Context: an optimization exercise on an open-source flow, tuned for small area and a short achievable clock period. The choices shown serve that exercise and are no tape-out recipe. No run shown here included a check of the RTL's function; only the layout flow was run. No activity file was given, so power comes from the tool's default toggle rates.

--- config.mk ---
export PLATFORM = sky130hd
export DESIGN_NAME = hdc1080_readings_to_ascii
export DESIGN_NICKNAME = hdc1080_readings_to_ascii
export VERILOG_FILES = /design/flow/design.v
export SDC_FILE = /design/flow/constraint.sdc
export NUM_CORES = 4
export LEC_CHECK = 0
export CAP_MARGIN = 20
export CORE_MARGIN = 2
export CORE_UTILIZATION = 40
export SLEW_MARGIN = 20
--- constraint.sdc ---
create_clock -name core_clock -period 17.0 [get_ports {i_clk}]
set_input_delay 3.4000 -clock core_clock [delete_from_list [all_inputs] [get_ports {i_clk}]]
set_output_delay 3.4000 -clock core_clock [all_outputs]
set_load 0.01 [all_outputs]
--- design.v ---
module hdc1080_readings_to_ascii(
    i_clk, i_srst,
    i_display_temp, i_display_humid,
    i_hygro_op_mode, i_hygro_display_mode,
    o_txt_ascii_line1, o_txt_ascii_line2);
input wire i_clk;
input wire i_srst;
input wire [15:0] i_display_temp;
input wire [15:0] i_display_humid;
input wire [0:0] i_hygro_op_mode;
input wire [2:0] i_hygro_display_mode;
output reg [(16*8-1):0] o_txt_ascii_line1;
output reg [(16*8-1):0] o_txt_ascii_line2;
localparam [0:0] OP_POLL_HYGRO = 1;
localparam [2:0] DISP_BOTH_CELCIUS = 1;
localparam [2:0] DISP_BOTH_FARH = 2;
localparam [2:0] DISP_ONLY_TEMP_C = 3;
localparam [2:0] DISP_ONLY_TEMP_F = 4;
localparam [2:0] DISP_ONLY_HUMID = 5;
function automatic [7:0] ascii_of_hdigit(input [3:0] v);
    ascii_of_hdigit = (v < 4'd10) ? {4'h3, v} : (8'h37 + {4'h0, v});
endfunction
function automatic [3:0] dig(input [3:0] a, input [2:0] b);
    dig = a - {b, 1'b0} - {b[0], 3'b000};
endfunction
function automatic [11:0] bcd_9x(input [4:0] x);
    case (x)
        5'd0: bcd_9x = 12'h000;
        5'd1: bcd_9x = 12'h009;
        5'd2: bcd_9x = 12'h018;
        5'd3: bcd_9x = 12'h027;
        5'd4: bcd_9x = 12'h036;
        5'd5: bcd_9x = 12'h045;
        5'd6: bcd_9x = 12'h054;
        5'd7: bcd_9x = 12'h063;
        5'd8: bcd_9x = 12'h072;
        5'd9: bcd_9x = 12'h081;
        5'd10: bcd_9x = 12'h090;
        5'd11: bcd_9x = 12'h099;
        5'd12: bcd_9x = 12'h108;
        5'd13: bcd_9x = 12'h117;
        5'd14: bcd_9x = 12'h126;
        5'd15: bcd_9x = 12'h135;
        5'd16: bcd_9x = 12'h144;
        5'd17: bcd_9x = 12'h153;
        5'd18: bcd_9x = 12'h162;
        5'd19: bcd_9x = 12'h171;
        5'd20: bcd_9x = 12'h180;
        5'd21: bcd_9x = 12'h189;
        5'd22: bcd_9x = 12'h198;
        5'd23: bcd_9x = 12'h207;
        5'd24: bcd_9x = 12'h216;
        5'd25: bcd_9x = 12'h225;
        5'd26: bcd_9x = 12'h234;
        5'd27: bcd_9x = 12'h243;
        5'd28: bcd_9x = 12'h252;
        5'd29: bcd_9x = 12'h261;
        5'd30: bcd_9x = 12'h270;
        5'd31: bcd_9x = 12'h279;
        default: bcd_9x = 12'h000;
    endcase
endfunction
function automatic [3:0] neg_code(input [4:0] x);
    neg_code = (x == 5'd0 || x == 5'd10) ? 4'd0 : x[3:0] + 4'd6;
endfunction
function automatic [127:0] temp_line(input [3:0] d4, input [3:0] d3, input [3:0] d2,
                                     input [3:0] d1, input [3:0] d0, input [7:0] unit);
    temp_line = {
        8'h54, 8'h65, 8'h6D, 8'h70, 8'h20, 8'h3A, 8'h20,
        (d4 == 4'h0) ? 8'h20 : ascii_of_hdigit(d4),
        ((d4 == 4'h0) && (d3 == 4'h0)) ? 8'h20 : ascii_of_hdigit(d3),
        ascii_of_hdigit(d2), 8'h2E, ascii_of_hdigit(d1), ascii_of_hdigit(d0),
        8'h30, 8'h30, unit};
endfunction
reg [15:0] r_t;
reg [15:0] r_h;
always @(posedge i_clk) begin
    r_t <= i_display_temp;
    r_h <= i_display_humid;
end
wire [11:0] c_y    = r_t[11:0];
wire [14:0] c_p1   = {c_y, 2'b00} + c_y;                   
wire [13:0] c_p2   = {c_y, 4'h0} + {c_y, 3'b000} + c_y;     
wire [12:0] c_p3   = {c_y, 7'h00} - {c_y, 2'b00} + c_y;     
wire [3:0]  c_w2   = c_p1[14:11];
wire [3:0]  c_w1   = dig(c_p2[13:10], c_p1[13:11]);
wire [3:0]  c_w0   = dig(c_p3[12:9],  c_p2[12:10]);
wire        c_pos  = r_t[15] | r_t[14];
wire [3:0]  c_th   = r_t[15:12] - 4'd4;
wire        c_ge10 = (c_th >= 4'd10);
wire        c_k0 = (c_w0 >= 4'd2);
wire [3:0]  c_n0 = c_k0 ? c_w0 - 4'd2 : c_w0 + 4'd8;
wire        c_k1 = c_k0 && (c_w1 == 4'd9);
wire [3:0]  c_n1 = c_k1 ? 4'd0 : c_w1 + {3'b000, c_k0};
wire [4:0]  c_s2 = c_w2 + 5'd6 + c_k1;
wire        c_k2 = (c_s2 >= 5'd10);
wire [3:0]  c_n2 = c_k2 ? c_s2 - 5'd10 : c_s2[3:0];
wire [3:0]  c_d4 = c_pos ? {3'b000, c_ge10} : 4'd8;
wire [3:0]  c_d3 = c_pos ? (c_ge10 ? c_th - 4'd10 : c_th)
                         : (4'd4 + {2'b00, r_t[13:12]} + {3'b000, c_k2});
wire [3:0]  c_d2 = c_pos ? c_w2 : c_n2;
wire [3:0]  c_d1 = c_pos ? c_w1 : c_n1;
wire [3:0]  c_d0 = c_pos ? c_w0 : c_n0;
wire [14:0] f_p1 = {r_t[10:0], 3'b000} + r_t[10:0];            
wire [13:0] f_p2 = {r_t, 5'h00} + {r_t, 3'b000} + {r_t, 2'b00} + r_t;  
wire [12:0] f_p3 = {r_t, 8'h00} - {r_t, 5'h00} + r_t;          
wire [3:0]  f_k  = f_p1[14:11];
wire [2:0]  f_a  = r_t[13:11] + f_k[2:0];                     
wire [11:0] f_u  = bcd_9x(r_t[15:11]);
wire [4:0]  f_s2 = f_u[3:0] + f_k;
wire        f_c2 = (f_s2 >= 5'd10);
wire        f_c3 = f_c2 && (f_u[7:4] == 4'd9);
wire [3:0]  f_v4 = f_u[11:8] + {3'b000, f_c3};
wire [3:0]  f_v3 = f_c3 ? 4'd0 : f_u[7:4] + {3'b000, f_c2};
wire [3:0]  f_v2 = f_c2 ? f_s2 - 5'd10 : f_s2[3:0];
wire [3:0]  f_v1 = dig(f_p2[13:10], f_a);
wire [3:0]  f_v0 = dig(f_p3[12:9],  f_p2[12:10]);
wire        f_neg = (f_v4 == 4'd0) && (f_v3 < 4'd4);
wire        f_ge4 = (f_v3 >= 4'd4);
wire [3:0]  f_p4 = f_ge4 ? f_v4 : f_v4 - 4'd1;
wire [3:0]  f_p3d = f_ge4 ? f_v3 - 4'd4 : f_v3 + 4'd6;
wire        f_b0 = (f_v0 != 4'd0);
wire        f_b1 = f_b0 || (f_v1 != 4'd0);
wire        f_b2 = f_b1 || (f_v2 != 4'd0);
wire [3:0]  f_n3 = f_v3 + {3'b000, f_b2} - 4'd4;
wire [3:0]  f_d4 = f_neg ? 4'd0 : f_p4;
wire [3:0]  f_d3 = f_neg ? f_n3 : f_p3d;
wire [3:0]  f_d2 = f_neg ? neg_code(f_v2 + f_b1) : f_v2;
wire [3:0]  f_d1 = f_neg ? neg_code(f_v1 + f_b0) : f_v1;
wire [3:0]  f_d0 = f_neg ? neg_code({1'b0, f_v0}) : f_v0;
wire [18:0] h_p1 = {r_h, 2'b00} + r_h;                                
wire [17:0] h_p2 = {r_h, 4'h0} + {r_h, 3'b000} + r_h;                 
wire [16:0] h_p3 = {r_h, 7'h00} - {r_h, 2'b00} + r_h;                 
wire [15:0] h_p4 = {r_h, 9'h000} + {r_h, 7'h00} - {r_h, 4'h0} + r_h;  
wire [3:0]  h_d3 = h_p1[18:15];
wire [3:0]  h_d2 = dig(h_p2[17:14], h_p1[17:15]);
wire [3:0]  h_d1 = dig(h_p3[16:13], h_p2[16:14]);
wire [3:0]  h_d0 = dig(h_p4[15:12], h_p3[15:13]);
wire [(16*8-1):0] s_txt_ascii_line1_tempc = temp_line(c_d4, c_d3, c_d2, c_d1, c_d0, 8'h43);
wire [(16*8-1):0] s_txt_ascii_line1_tempf = temp_line(f_d4, f_d3, f_d2, f_d1, f_d0, 8'h46);
wire [(16*8-1):0] s_txt_ascii_line2_humidp = {
    8'h48, 8'h75, 8'h6D, 8'h69, 8'h64, 8'h3A, 8'h20, 8'h20,
    (h_d3 == 4'h0) ? 8'h20 : ascii_of_hdigit(h_d3),
    ascii_of_hdigit(h_d2), 8'h2E, ascii_of_hdigit(h_d1), ascii_of_hdigit(h_d0),
    8'h30, 8'h30, 8'h25};
localparam [(16*8-1):0] s_txt_ascii_line1_no_op      = "Idle. Enable    ";
localparam [(16*8-1):0] s_txt_ascii_line1_no_display = "Idle. Press     ";
localparam [(16*8-1):0] s_txt_ascii_line2_no_op      = "switch zero.    ";
localparam [(16*8-1):0] s_txt_ascii_line2_no_display = "a button.       ";
localparam [(16*8-1):0] s_txt_ascii_blank            = "                ";
always @(posedge i_clk)
begin: p_choose_line1
    if (i_hygro_op_mode != OP_POLL_HYGRO)
        o_txt_ascii_line1 <= s_txt_ascii_line1_no_op;
    else
        case (i_hygro_display_mode)
            DISP_BOTH_CELCIUS: o_txt_ascii_line1 <= s_txt_ascii_line1_tempc;
            DISP_ONLY_TEMP_C: o_txt_ascii_line1 <= s_txt_ascii_line1_tempc;
            DISP_BOTH_FARH: o_txt_ascii_line1 <= s_txt_ascii_line1_tempf;
            DISP_ONLY_TEMP_F: o_txt_ascii_line1 <= s_txt_ascii_line1_tempf;
            DISP_ONLY_HUMID: o_txt_ascii_line1 <= s_txt_ascii_blank;
            default: o_txt_ascii_line1 <= s_txt_ascii_line1_no_display;
        endcase
end
always @(posedge i_clk)
begin: p_choose_line2
    if (i_hygro_op_mode != OP_POLL_HYGRO)
        o_txt_ascii_line2 <= s_txt_ascii_line2_no_op;
    else
        case (i_hygro_display_mode)
            DISP_BOTH_CELCIUS: o_txt_ascii_line2 <= s_txt_ascii_line2_humidp;
            DISP_ONLY_TEMP_C: o_txt_ascii_line2 <= s_txt_ascii_blank;
            DISP_BOTH_FARH: o_txt_ascii_line2 <= s_txt_ascii_line2_humidp;
            DISP_ONLY_TEMP_F: o_txt_ascii_line2 <= s_txt_ascii_blank;
            DISP_ONLY_HUMID: o_txt_ascii_line2 <= s_txt_ascii_line2_humidp;
            default: o_txt_ascii_line2 <= s_txt_ascii_line2_no_display;
        endcase
end
endmodule
--- run.sh ---
#!/bin/bash
# synth_recipe.tcl (not shown) runs the flow's synth.tcl, then flattens the netlist and writes it again
# the make line also repeats each setting of config.mk as NAME=value (left out here)
make -C /OpenROAD-flow-scripts/flow DESIGN_CONFIG=/design/flow/config.mk WORK_HOME=/design/flow/orfs CLKGATE_MAP_FILE= SYNTH_SCRIPT=/design/flow/synth_recipe.tcl finish
==> run notes, run 1 <==
status=finished clean; Vias/cell=4.967; vias=10710; worst hold path class=register to register; Filler cells=3351; Area growth syn-to-layout=15.07%; clock sinks=123; clock latency on the worst-skew pair=0.44 ns; type of the worst setup path=register to register; Remaining DRCs=0; arrival time at the worst endpoint=8.97 ns; Hold Violations, Final=0; # setup viols final=0; Final Instance Area=15980 µm²; antenna violations before repair=0; synthesized instance count=1578; share of layout cells above drive strength 1=4.642%; Pre-antenna DRT Iters=6; most common flop cell mapped by yosys=dfxtp_1; Post-DP HPWL=25870 µm; Worst path most repeated cell=ha_1; FF-to-FF Start=r_t[3]; fin crit share=50.87%; register bit total from synthesis=123; CTS tree=yes; Critical Path Sink Type=register; Critical Path Source=r_t[3]; post-CTS setup buffers=0; final period demand of the worst path=8.648 ns; R2R depth=31; Slew Viols, Final=0; register area=2462 µm²; Clock Skews=0.007649 ns; part of the Yosys area used for sequential elements=17.73%; RSZ-0062 raised after global routing=no; r2r setup slk=8.35 ns; Multi-input gate area=9712 µm²; post-synth cell types=97; GRT Residual Overflow=0; global-route wire length before repair=53290 µm; Post-synth EDFFs=0; DIE WIDTH=190.3 µm; Synth warnings=1; worst slew pin tran=0.8297 ns; Hold Slack=0.7609 ns; Syn Area/Cell=8.799 µm²; total CTS buffers=17; reg-to-reg endpoint=o_txt_ascii_line1[52]; Power, Total=2.434 mW; GP Congestion=0.8628; starting density of the core=40.39%; Slew headroom=44.61%; remaining antenna violation count after routing=0; total wire length=32870 µm; Post-CTS Hold Fix Bufs=0; post-synthesis cell area=13880 µm²; Async S/R FF share, synth=0%; largest net degree at the start of global routing=36; I/O pin total=294; highest clock rate=115.6 MHz; Initial DRC Count=429; slowest stage cell, crit path=dfxtp_1; placed standard-cell area=15340 µm²; Max FO, Critical Path=11; critical path required time=17.32 ns; htree depth=4; Root Buffer=clkbuf_16; PortBufs=190; Startpoint Class=register; ant diodes=0; Die H=190.3 µm; Wirelength per Cell=15.24 µm; Bufs on Longest Clock Path=2; Final #Nets=2013; GRT Total Usage=18.39%; Worst-path clk slew=0.06 ns; Core ar.=34370 µm²; Setup crit end=o_txt_ascii_line1[52]; # rows=68; Post-CTS Resized=0; die area=36220 µm²; max incr delay on CP=0.71 ns; Pwr Density=152.3 nW/µm²; Setup TNS Final=0 ns; vias in the first global route=10490; post-layout util=46.48%; Pleak=7.383 nW; Max-Cap Viols=0; Peak VDD IR=0.09758 mV
## through the flow
step	setup slack, ns	cells
finish	8.352	2157
global route	7.853	2157
CTS	8.404	2157
detailed placement	8.422	2125
global placement	8.568	2125
floorplan	9.458	1679
## synth_stat cells (all sizes together) (4+ instances only)
cell,n,area [µm²]
and4,4,35.03
mux2i,24,252.7
inv,171,641.9
buf,179,1335
o221ai,5,43.79
o21bai,8,60.06
nor2b,15,93.84
xnor2,75,690.7
nor4,6,50.04
or3,9,61.31
o31ai,11,87.58
nand2b,22,137.6
ha,214,2678
o21a,14,105.1
clkinv,5,18.77
mux2,5,56.30
a21o,21,160.2
nand3b,4,30.03
nand2,102,385.4
nor2,82,310.3
a211oi,15,117.6
a31o,4,35.04
clkbuf,25,93.84
o211ai,20,150.1
a221oi,8,70.07
xnor3,9,206.5
a21oi,77,396.6
nor3,15,75.07
and2,12,80.08
fa,72,1441
nand4,8,50.05
nand3,30,150.1
o21ai,80,415.4
a21boi,5,37.54
a31oi,11,75.07
dfxtp,123,2462
xor2,23,201.4
a211o,4,35.03
and3,5,36.28
## cell usage in the layout, fill, tap and decap left out, types with 20 or more instances in the layout
cell / netlist / layout
o211ai_1: 20 / 20
fa_1: 72 / 72
xor2_1: 23 / 23
conb_1: 2 / 103
dfxtp_1: 123 / 123
inv_1: 171 / 171
mux2i_1: 23 / 23
clkdlybuf4s50_1: 0 / 190
nor2_1: 81 / 81
a21oi_1: 74 / 74
xnor2_1: 72 / 72
nand2b_1: 22 / 22
nand2_1: 101 / 101
ha_1: 214 / 214
nand3_1: 30 / 30
o21ai_0: 74 / 74
## area by class of cell
class                      count  area share (%)
timing repair buffer         195           12.14
multi-input combinational   1176           60.79
clock inverter                13           1.190
inverter                     176           4.135
tap                          455           3.563
clock buffer                  19           2.772
sequential                   123           15.41
## flip-flops by register name (all words and copies together), names as in the netlist
signal,cells
r_t,16
o_txt_ascii_line1,46
f_u,9
r_h,16
o_txt_ascii_line2,36
## critical path: cells and delay by family (launching register included)
kind	cells	cell delay (ns)
AND/OR/NAND/NOR	11	2.35
adder cells (fa/ha/maj)	7	2.34
AO/OA/AOI/OAI	6	1.59
XOR/XNOR	4	0.78
flip-flops	1	0.71
buffers and inverters	2	0.51
multiplexers	1	0.24
## how the worst min path moves through the flow
| stage | slack [ns] | depth (start not counted) | to | from |
|---|---|---|---|---|
| finish | 0.76 | 2 | o_txt_ascii_line2[59] | r_h[15] |
| CTS | 0.76 | 2 | o_txt_ascii_line2[59] | r_h[15] |
| global route | 0.80 | 2 | o_txt_ascii_line2[59] | r_h[15] |
| detailed placement | 0.75 | 2 | o_txt_ascii_line2[59] | r_h[15] |
| global placement | 0.73 | 2 | o_txt_ascii_line2[59] | r_h[15] |
| floorplan | 0.61 | 2 | o_txt_ascii_line2[59] | r_h[15] |
## layer usage
metal | track usage [%] | wire length, µm | vias up
li1 | - | - | 5331
met1 | 22.83 | 14530 | 5145
met3 | 3.478 | 1231 | 30
met2 | 32.57 | 16600 | 208
met4 | 4.741 | 505 | 0
met5 | 0 | 0 | -
## cell families (layout without fill, tap and decap cells)
logic type / count (synthesis) / count (layout) / share of synthesized area [%]
compound gates: 322 / 322 / 15.66
xor+xnor: 107 / 107 / 7.912
fa+ha+maj: 286 / 286 / 29.67
buf+inv: 380 / 403 / 15.05
flops: 123 / 123 / 17.73
mux: 29 / 29 / 2.226
other cells: 2 / 103 / 0.05409
simple gates: 329 / 329 / 11.70
## power breakdown
part           leakage [nW]  switching (mW)  internal [mW]
Combinational          6.06           0.943          0.721
Clock                 0.297           0.154          0.250
Sequential             1.02          0.0313          0.334
==> run 2: changes to the inputs <==
==> flow/run.sh (new file) <==
#!/bin/bash
# Standard layout, with synthesis leaving adders to ABC (no full/half adder
# cell extraction).
set -euo pipefail
bash standard.sh ADDER_MAP_FILE= finish > standard_flow.log 2>&1
==> standard.sh (new file) <==
#!/bin/bash
# synth_recipe.tcl (not shown) runs the flow's synth.tcl, then flattens the netlist and writes it again
# the make line also repeats each setting of config.mk as NAME=value (left out here)
make -C /OpenROAD-flow-scripts/flow DESIGN_CONFIG=/design/flow/config.mk WORK_HOME=/design/flow/orfs CLKGATE_MAP_FILE= SYNTH_SCRIPT=/design/flow/synth_recipe.tcl "${@:-finish}"
removed: run.sh
==> run notes, run 2 <==
status=finished clean; met1 Track Usage GR=29.24%; highest clock rate=157.8 MHz; register name with the most flops=o_txt_ascii_line1; R2R depth=16; max reg flops=46; cell taking the most area after synthesis=dfxtp_1; Vias/cell=5.683; htree depth=4; Final WS setup=10.66 ns; antenna violations before repair=3; r2r setup slk=10.66 ns; pre-CTS setup slack=10.82 ns; Async S/R FF share, synth=0%; Peak VDD IR=0.08118 mV; Slew Viols, Final=0; I/O pin total=294; register bit total from synthesis=123; dominant cells by area after synthesis=dfxtp_1 (17%), buf_4 (9.5%), xnor2_1 (8.5%); clock sinks=123; final period demand of the worst path=6.337 ns; starting density of the core=40.38%; die area=37170 µm²; Initial DRC Count=1345; Setup TNS Final=0 ns; Pre-antenna DRT Iters=5; M3 GR Usage=3.619%; Pleak=6.003 nW; Post-CTS Resized=0; Max FO, Critical Path=62; Bufs on Longest Clock Path=2; Critical Path Sink Type=register; Slew headroom=39.54%; Synth warnings=1; Syn Area/Cell=7.169 µm²; grt met2 use=33.04%; Post-DP HPWL=28990 µm; share of the synthesized area in the top cell type=17.27%; worst hold path class=register to register; Hold Path End=o_txt_ascii_line1[65]; clock latency on the worst-skew pair=0.45 ns; DIE WIDTH=192.8 µm; top-count cell post-synth=buf_4; commonest non-fill, non-tap cells in the layout=clkdlybuf4s50_1 (190), o21ai_0 (163), nor2_1 (160); remaining antenna violation count after routing=0; commonest non-fill, non-tap cell in the layout=clkdlybuf4s50_1; Hold Violations, Final=0; Clock Skews=0.01815 ns; Post-synth EDFFs=0; CTS tree=yes; PortBufs=190; worst slew pin tran=0.9057 ns; Max-Cap Viols=0; total CTS buffers=17; FF-to-FF Start=r_t[5]; biggest registers after layout=o_txt_ascii_line1 (46), o_txt_ascii_line2 (36); post-layout util=45.27%; part of the Yosys area used for sequential elements=17.27%; vias=14120; Core ar.=35310 µm²; total wire length=40800 µm; post-CTS setup buffers=0; GRT Total Usage=21.23%; Hold Crit Start=f_u[9]; largest net degree at the start of global routing=71; # setup viols final=0; Die H=192.8 µm; Wirelength per Cell=16.42 µm; Root Buffer=clkbuf_16; GP Congestion=0.8923; Area growth syn-to-layout=12.11%; Remaining DRCs=0; # rows=69; arrival time at the worst endpoint=6.72 ns; Hold Slack=0.5053 ns; fin crit share=37.28%; global-route wire length before repair=63920 µm; RSZ-0062 raised after global routing=no; Pwr Density=101.4 nW/µm²; synthesized instance count=1989; critical path required time=17.38 ns; type of the worst setup path=register to register; Filler cells=3565; Commonest cells post-synth=buf_4 (180), o21ai_0 (164), nor2_1 (160), nand2_1 (153), xnor2_1 (138); Worst-path clk slew=0.06 ns; GRT busiest layer=met2; post-synthesis cell area=14260 µm²; reg-to-reg endpoint=o_txt_ascii_line1[33]; hold depth=2; post-synth cell types=97; most common flop cell mapped by yosys=dfxtp_1; vias in the first global route=12230; Post-CTS Hold Fix Bufs=0; Final #Nets=2046; Startpoint Class=register; GRT Residual Overflow=0; share of layout cells above drive strength 1=5.938%
## run 2: changes by cell type after synthesis, sizes merged, moves of 26 or more
cell / change
nor2: +80
maj3: +26
buf: +62
xnor2: +69
a21oi: +58
nand2: +51
o21ai: +92
fa: -72
inv: -113
nor3: +32
o22ai: +30
ha: -214
clkbuf: +55
nand3: +26
## run 2: worst max-delay path: stages, from the launching register on
cell and delay [ns]:
dfxtp_2 0.31, buf_4 0.55, inv_1 0.59, o22ai_2 0.44, a211oi_1 0.22, nor4_1 0.50, a2111oi_0 0.19, nor2_1 0.35
o22ai_1 0.14, nor3_1 0.71, a21boi_0 0.43, nor2_1 0.78, a31oi_1 0.12, xnor2_1 0.21, or3_1 0.39, o21ai_0 0.16
a22o_1 0.16
## run 2: stage by stage
step           cells  total power, mW  instance area, µm²
2_1_floorplan   2094            1.034               14650
3_3_place_gp    2450            1.208               15370
3_5_place_dp    2450            1.221               15370
4_1_cts         2482            1.622               15980
5_1_grt         2484            1.735               15990
6_report        2484            1.621               15990
## run 2: area by class of cell
type	instances	area, µm²	share of cell area (%)
diodes	2	5.005	0.03131
clock buffers	18	429.2	2.685
clock inverters	14	185.2	1.158
inverters	62	232.7	1.456
multi-input cells	1588	9990	62.49
flip-flops and latches	123	2470	15.45
well taps	461	576.8	3.608
repair buffers	216	2097	13.12
## run 2: cells by family (layout without fill, tap and decap cells)
logic type      after synthesis  in the layout  share of synthesized area [%]
compound gates              632            632                          29.34
xor+xnor                    196            196                          13.98
fa+ha+maj                    26             26                          1.834
buf+inv                     383            310                          15.44
flops                       123            123                          17.27
mux                          15             15                          1.079
other cells                   2            109                        0.05267
simple gates                612            612                          21.01
## run 2: how the worst max path moves through the flow
stage                                       start                     to  slack, ns  cells after the start
after floorplan           i_hygro_display_mode[2]  o_txt_ascii_line1[57]      11.72                      7
after global placement                     r_t[5]  o_txt_ascii_line1[33]      10.93                     16
after detailed placement                   r_t[5]  o_txt_ascii_line1[33]      10.82                     16
after CTS                                  r_t[5]  o_txt_ascii_line1[33]      10.81                     16
after global routing                       r_t[5]  o_txt_ascii_line1[33]      10.21                     16
final                                      r_t[5]  o_txt_ascii_line1[33]      10.66                     16
## run 2: per-layer routing
metal  wire, µm  part of all wire (%)
met1      18720                    46
met2      17910                    44
met3       3284                   8.0
met4        869                   2.1
met5         12                 0.029
## run 2: where the power goes
group	total [mW]	switching, mW	internal, mW
Combinational	0.884	0.506	0.379
Sequential	0.344	0.0214	0.322
Clock	0.393	0.159	0.234
Total	1.62	0.686	0.935

-- re-timing with driven ports --
Ports are ideal in the flow. The routed layouts listed here were re-timed in OpenROAD. Step 1 (the two cells are an assumption about what drives the block):
set clk [get_ports {i_clk}]
set_driving_cell -lib_cell sky130_fd_sc_hd__clkbuf_16 $clk
set_driving_cell -lib_cell sky130_fd_sc_hd__buf_2 [delete_from_list [all_inputs] $clk]
Step 2 times the ports against the registers' clock, not the clock port: input delays grow and output delays shrink by t, the midpoint of the rising clock arrivals with the driver on. Three values: ideal ports, drivers, drivers and shift; two values: the first two.
run | shift t [ns] | setup slack, ns | hold WS [ns] | clock arrival spread, ns
run 1 | 0.489 | 8.352 / 8.352 / 8.352 | 0.761 / 0.761 / 0.761 | 0.009 / 0.009
run 2 | 0.496 | 10.663 / 10.663 / 10.663 | 0.505 / 0.505 / 0.505 | 0.018 / 0.018
After both steps setup and hold are still met in every run listed.
